Background: an optimization exercise with open tools, aiming at small area. Do not read the settings as production practice.
Function was checked by simulation only, so behaviour that the tests miss may differ from the original.
Power figures rest on the tool's default switching activity, not on a simulated workload.

## Animation
module Animation
(
    output logic [10:0] x, y,
    output logic colour, GameClock,
    input logic forceClear,
    input logic clk, rst,
    input logic [7:0] xin, yin, titlex, titley,
    input logic [79:0] ex, ey
);
Size in the first run: roughly 2200 cells after synthesis, roughly 64 flip-flops.
clock: 20.0 ns
lec_check: 0
abc_area: 1
cap_margin: 40
core_margin: 2
core_utilization: 40
place_density: 0.6
slew_margin: 20
synth_memory_max_bits: 65536
run.sh (not shown) runs the stock make flow with config.mk's settings and CLKGATE_MAP_FILE= SYNTH_SCRIPT=/design/flow/synth_recipe.tcl, a recipe that flattens the netlist after the stock synthesis.
Rerun with:
==> flow/flow/run.sh (new file) <==
#!/bin/bash
# Own layout flow: the standard ORFS flow (standard.sh) with two changes:
#  - synthesis maps with an area-oriented ABC script (flow/abc_area.script, used as
#    ABC_AREA=1 selects it) instead of ORFS's; the registers and their names are unchanged;
#  - port buffering uses sky130_fd_sc_hd__buf_1 for the buffer on every input and output port.
# Each tool's full output goes to a log file in the work folder (and ORFS's own logs under orfs/logs).
set -euo pipefail
W=$(pwd)
rm -rf "$W/scripts_abc"
cp -r "$FLOW_HOME/scripts" "$W/scripts_abc"
cp "$W/flow/abc_area.script" "$W/scripts_abc/abc_area.script"
bash "$W/standard.sh" "SCRIPTS_DIR=$W/scripts_abc" \
    "BUFFER_PORTS_ARGS=-buffer_cell sky130_fd_sc_hd__buf_1" finish > "$W/flow_make.log" 2>&1
test -f "$W/out/final.def"
==> flow/flow/abc_area.script (new file) <==
strash
dc2
&get -n
&dch -f
&nf -R 1000 -p -F 8 -A 4 -a -C 32
&put
==> flow/standard.sh (new file) <==
#!/bin/bash
# synth_recipe.tcl (not shown) runs the flow's synth.tcl, then flattens the netlist and writes it again
# the make line also repeats each setting of config.mk as NAME=value (left out here)
make -C /OpenROAD-flow-scripts/flow DESIGN_CONFIG=/design/flow/config.mk WORK_HOME=/design/flow/orfs CLKGATE_MAP_FILE= SYNTH_SCRIPT=/design/flow/synth_recipe.tcl "${@:-finish}"
removed: flow/run.sh
- utilization came out higher by 0.43 points
- clock skew came out higher by 7.5 ps
- die area came out lower by 19%
- flip-flop and latch count is unchanged
- final area came out lower by 19%
- sequential power is about the same
- routed wire length came out lower by 9.7%
- area after synthesis came out lower by 19%
- sequential share of layout area came out higher by 2.4 points
- power came out lower by 13%

Another version of the RTL of Animation (not shown whole).
For scale: about 1200 cells after synthesis, roughly 220 I/O pins, roughly 0.0077 mm2 of cells after synthesis.
export LEC_CHECK = 0
export ABC_AREA = 1
export CAP_MARGIN = 0
export CORE_MARGIN = 2
export CORE_UTILIZATION = 25
export GPL_TIMING_DRIVEN = 0
export PLACE_DENSITY = 0.35
export SLEW_MARGIN = 0
export SYNTH_MEMORY_MAX_BITS = 65536
create_clock -name core_clock -period 20.0 [get_ports {clk}]
standard.sh (not shown) runs the stock make flow with config.mk's settings and CLKGATE_MAP_FILE= SYNTH_SCRIPT=/design/flow/synth_recipe.tcl, a recipe that flattens the netlist after the stock synthesis.
==> flow/flow/run.sh <==
#!/bin/bash
# Own layout flow: the standard ORFS flow (standard.sh) with these changes:
#  - synthesis optimises and maps the logic with an area-oriented ABC script
#    (flow/abc_area.script, which ABC_AREA=1 selects) instead of ORFS's;
#  - adders are left to ABC as plain logic (no ADDER_MAP_FILE half/full adder cells, and no
#    Kogge-Stone carry-lookahead map: SYNTH_OPERATIONS_ARGS only repeats -nofsm);
#    the registers, their names and their cells are those of the standard synthesis;
#  - port buffering uses sky130_fd_sc_hd__buf_1 for the buffer on every input and output port.
# Each tool's full output goes to a log file in the work folder (and ORFS's own logs under orfs/logs).
set -euo pipefail
W=$(pwd)
rm -rf "$W/scripts_abc"
cp -r "$FLOW_HOME/scripts" "$W/scripts_abc"
cp "$W/flow/abc_area.script" "$W/scripts_abc/abc_area.script"
bash "$W/standard.sh" "SCRIPTS_DIR=$W/scripts_abc" "ADDER_MAP_FILE=" "SYNTH_OPERATIONS_ARGS=-nofsm" \
    "BUFFER_PORTS_ARGS=-buffer_cell sky130_fd_sc_hd__buf_1" finish > "$W/flow_make.log" 2>&1
test -f "$W/out/final.def"
==> flow/flow/abc_area.script <==
strash
&get -n
&deepsyn -T 120
&dch -f
&nf -R 1000 -p -F 8 -A 4 -a -C 32
&put
The baseline reached the layout checks and failed them: capacitance limit, slew limit.
Edit:
--- a/flow/flow/run.sh
+++ b/flow/flow/run.sh
@@ -6,5 +6,9 @@
 #    Kogge-Stone carry-lookahead map: SYNTH_OPERATIONS_ARGS only repeats -nofsm);
 #    the registers, their names and their cells are those of the standard synthesis;
-#  - port buffering uses sky130_fd_sc_hd__buf_1 for the buffer on every input and output port.
+#  - port buffering uses sky130_fd_sc_hd__buf_1 for the buffer on every input and output port;
+#  - the buffers synthesis puts on pass-through wires are sky130_fd_sc_hd__buf_1 and are removed
+#    at floorplan (REMOVE_ABC_BUFFERS), before port buffering;
+#  - repair may not use the large buffers (buf_4 and up, bufbuf, bufinv): they are added to the
+#    platform's DONT_USE_CELLS list, so repair sizes gates up or uses small buffers.
 # Each tool's full output goes to a log file in the work folder (and ORFS's own logs under orfs/logs).
 set -euo pipefail
@@ -13,5 +17,11 @@
 cp -r "$FLOW_HOME/scripts" "$W/scripts_abc"
 cp "$W/flow/abc_area.script" "$W/scripts_abc/abc_area.script"
+DU=$(make -s -C "$FLOW_HOME" DESIGN_CONFIG="$W/config.mk" WORK_HOME="$W/orfs" print-DONT_USE_CELLS 2> "$W/dont_use_print.log" | sed -n 's/^DONT_USE_CELLS: //p')
+test -n "$DU"
+BIG="sky130_fd_sc_hd__buf_4 sky130_fd_sc_hd__buf_6 sky130_fd_sc_hd__buf_8 sky130_fd_sc_hd__buf_12 sky130_fd_sc_hd__buf_16 sky130_fd_sc_hd__bufbuf_8 sky130_fd_sc_hd__bufbuf_16 sky130_fd_sc_hd__bufinv_8 sky130_fd_sc_hd__bufinv_16"
+echo "DONT_USE_CELLS=$DU $BIG" > "$W/dont_use.log"
 bash "$W/standard.sh" "SCRIPTS_DIR=$W/scripts_abc" "ADDER_MAP_FILE=" "SYNTH_OPERATIONS_ARGS=-nofsm" \
-    "BUFFER_PORTS_ARGS=-buffer_cell sky130_fd_sc_hd__buf_1" finish > "$W/flow_make.log" 2>&1
+    "BUFFER_PORTS_ARGS=-buffer_cell sky130_fd_sc_hd__buf_1" \
+    "MIN_BUF_CELL_AND_PORTS=sky130_fd_sc_hd__buf_1 A X" "REMOVE_ABC_BUFFERS=1" \
+    "DONT_USE_CELLS=$DU $BIG" finish > "$W/flow_make.log" 2>&1
 test -f "$W/out/final.def"
CAP_MARGIN = 10   (was 0)
CTS_BUF_LIST = sky130_fd_sc_hd__clkbuf_8   (was not set)
SLEW_MARGIN = 10   (was 0)
After rerunning: Now the flow ran to the end with no violations; worst setup slack is worse by 0.67 ns; design area goes down by a few percent; flip-flop and latch count is unchanged; core utilization goes down by 0.89 points; clock-buffer cell count goes down by 1; synthesized cell count stays the same; via count goes down slightly; synthesized area goes down slightly; wire length goes up slightly; power goes down by about a fifth.
Edit:
==> flow/flow/run.sh (replaced) <==
#!/bin/bash
# Own layout flow: the standard ORFS flow (standard.sh) with these changes:
#  - synthesis optimises and maps the logic with an area-oriented ABC script
#    (flow/abc_area.script, which ABC_AREA=1 selects) instead of ORFS's;
#  - adders are left to ABC as plain logic (no ADDER_MAP_FILE half/full adder cells, and no
#    Kogge-Stone carry-lookahead map: SYNTH_OPERATIONS_ARGS only repeats -nofsm);
#    the registers, their names and their cells are those of the standard synthesis;
#  - port buffering uses sky130_fd_sc_hd__buf_1 for the buffer on every input and output port.
# Each tool's full output goes to a log file in the work folder (and ORFS's own logs under orfs/logs).
set -euo pipefail
W=$(pwd)
rm -rf "$W/scripts_abc"
cp -r "$FLOW_HOME/scripts" "$W/scripts_abc"
cp "$W/flow/abc_area.script" "$W/scripts_abc/abc_area.script"
bash "$W/standard.sh" "SCRIPTS_DIR=$W/scripts_abc" "ADDER_MAP_FILE=" "SYNTH_OPERATIONS_ARGS=-nofsm" \
    "BUFFER_PORTS_ARGS=-buffer_cell sky130_fd_sc_hd__buf_1" finish > "$W/flow_make.log" 2>&1
test -f "$W/out/final.def"
CTS_BUF_LIST = not set   (was sky130_fd_sc_hd__clkbuf_8)
The changed run produced a clean layout.
Non-clock buffer count goes up by 7.
Sequential cell count does not change.
Maximum frequency goes up by 4.8%.
First-iteration DRC count goes up by 5.8%.
Global-route usage goes down by 2.0 points.
Via count goes up by 1.2%.

separate check: timing with driven ports:
The flow's constraints put no driver on any port. The routed layouts listed below were extracted and timed again, unchanged, in two steps.
Step 1, drivers: a clkbuf_16 drives clk and a buf_2 each remaining input, both assumed.
Step 2, shift: input delay + t, output delay - t, t = (earliest + latest rising clock arrival at the registers) / 2. This alone moves slack from input paths to output paths.
a / b / c = no drivers / after step 1 / after step 2; a / b = the first two.
| run | t (ns) | slack for setup (ns) | worst hold slack (ns) | worst register clock-pin slew, ns | worst slew at a driven data input, ns |
|---|---|---|---|---|---|
| the first run of note 1 | 0.387 | 10.625 / 10.596 / 10.596 | 0.475 / 0.475 / 0.475 | 0.06 / 0.06 | 0.08 |
| the second run of note 1 | 0.394 | 11.332 / 11.354 / 10.960 | 0.447 / 0.447 / 0.447 | 0.07 / 0.07 | 0.11 |
| the first run of note 2 | 0.342 | 6.696 / 6.696 / 6.696 | 0.458 / 0.458 / 0.458 | 0.07 / 0.07 | 0.10 |
| the second run of note 2 | 0.355 | 6.024 / 6.024 / 6.024 | 0.483 / 0.483 / 0.483 | 0.09 / 0.09 | 0.14 |
| the third run of note 2 | 0.349 | 6.665 / 6.665 / 6.665 | 0.462 / 0.462 / 0.462 | 0.08 / 0.08 | 0.09 |
The setup slack of the second run of note 1, which loses most, moves by +0.022 ns with the drivers and by -0.372 ns with both steps.
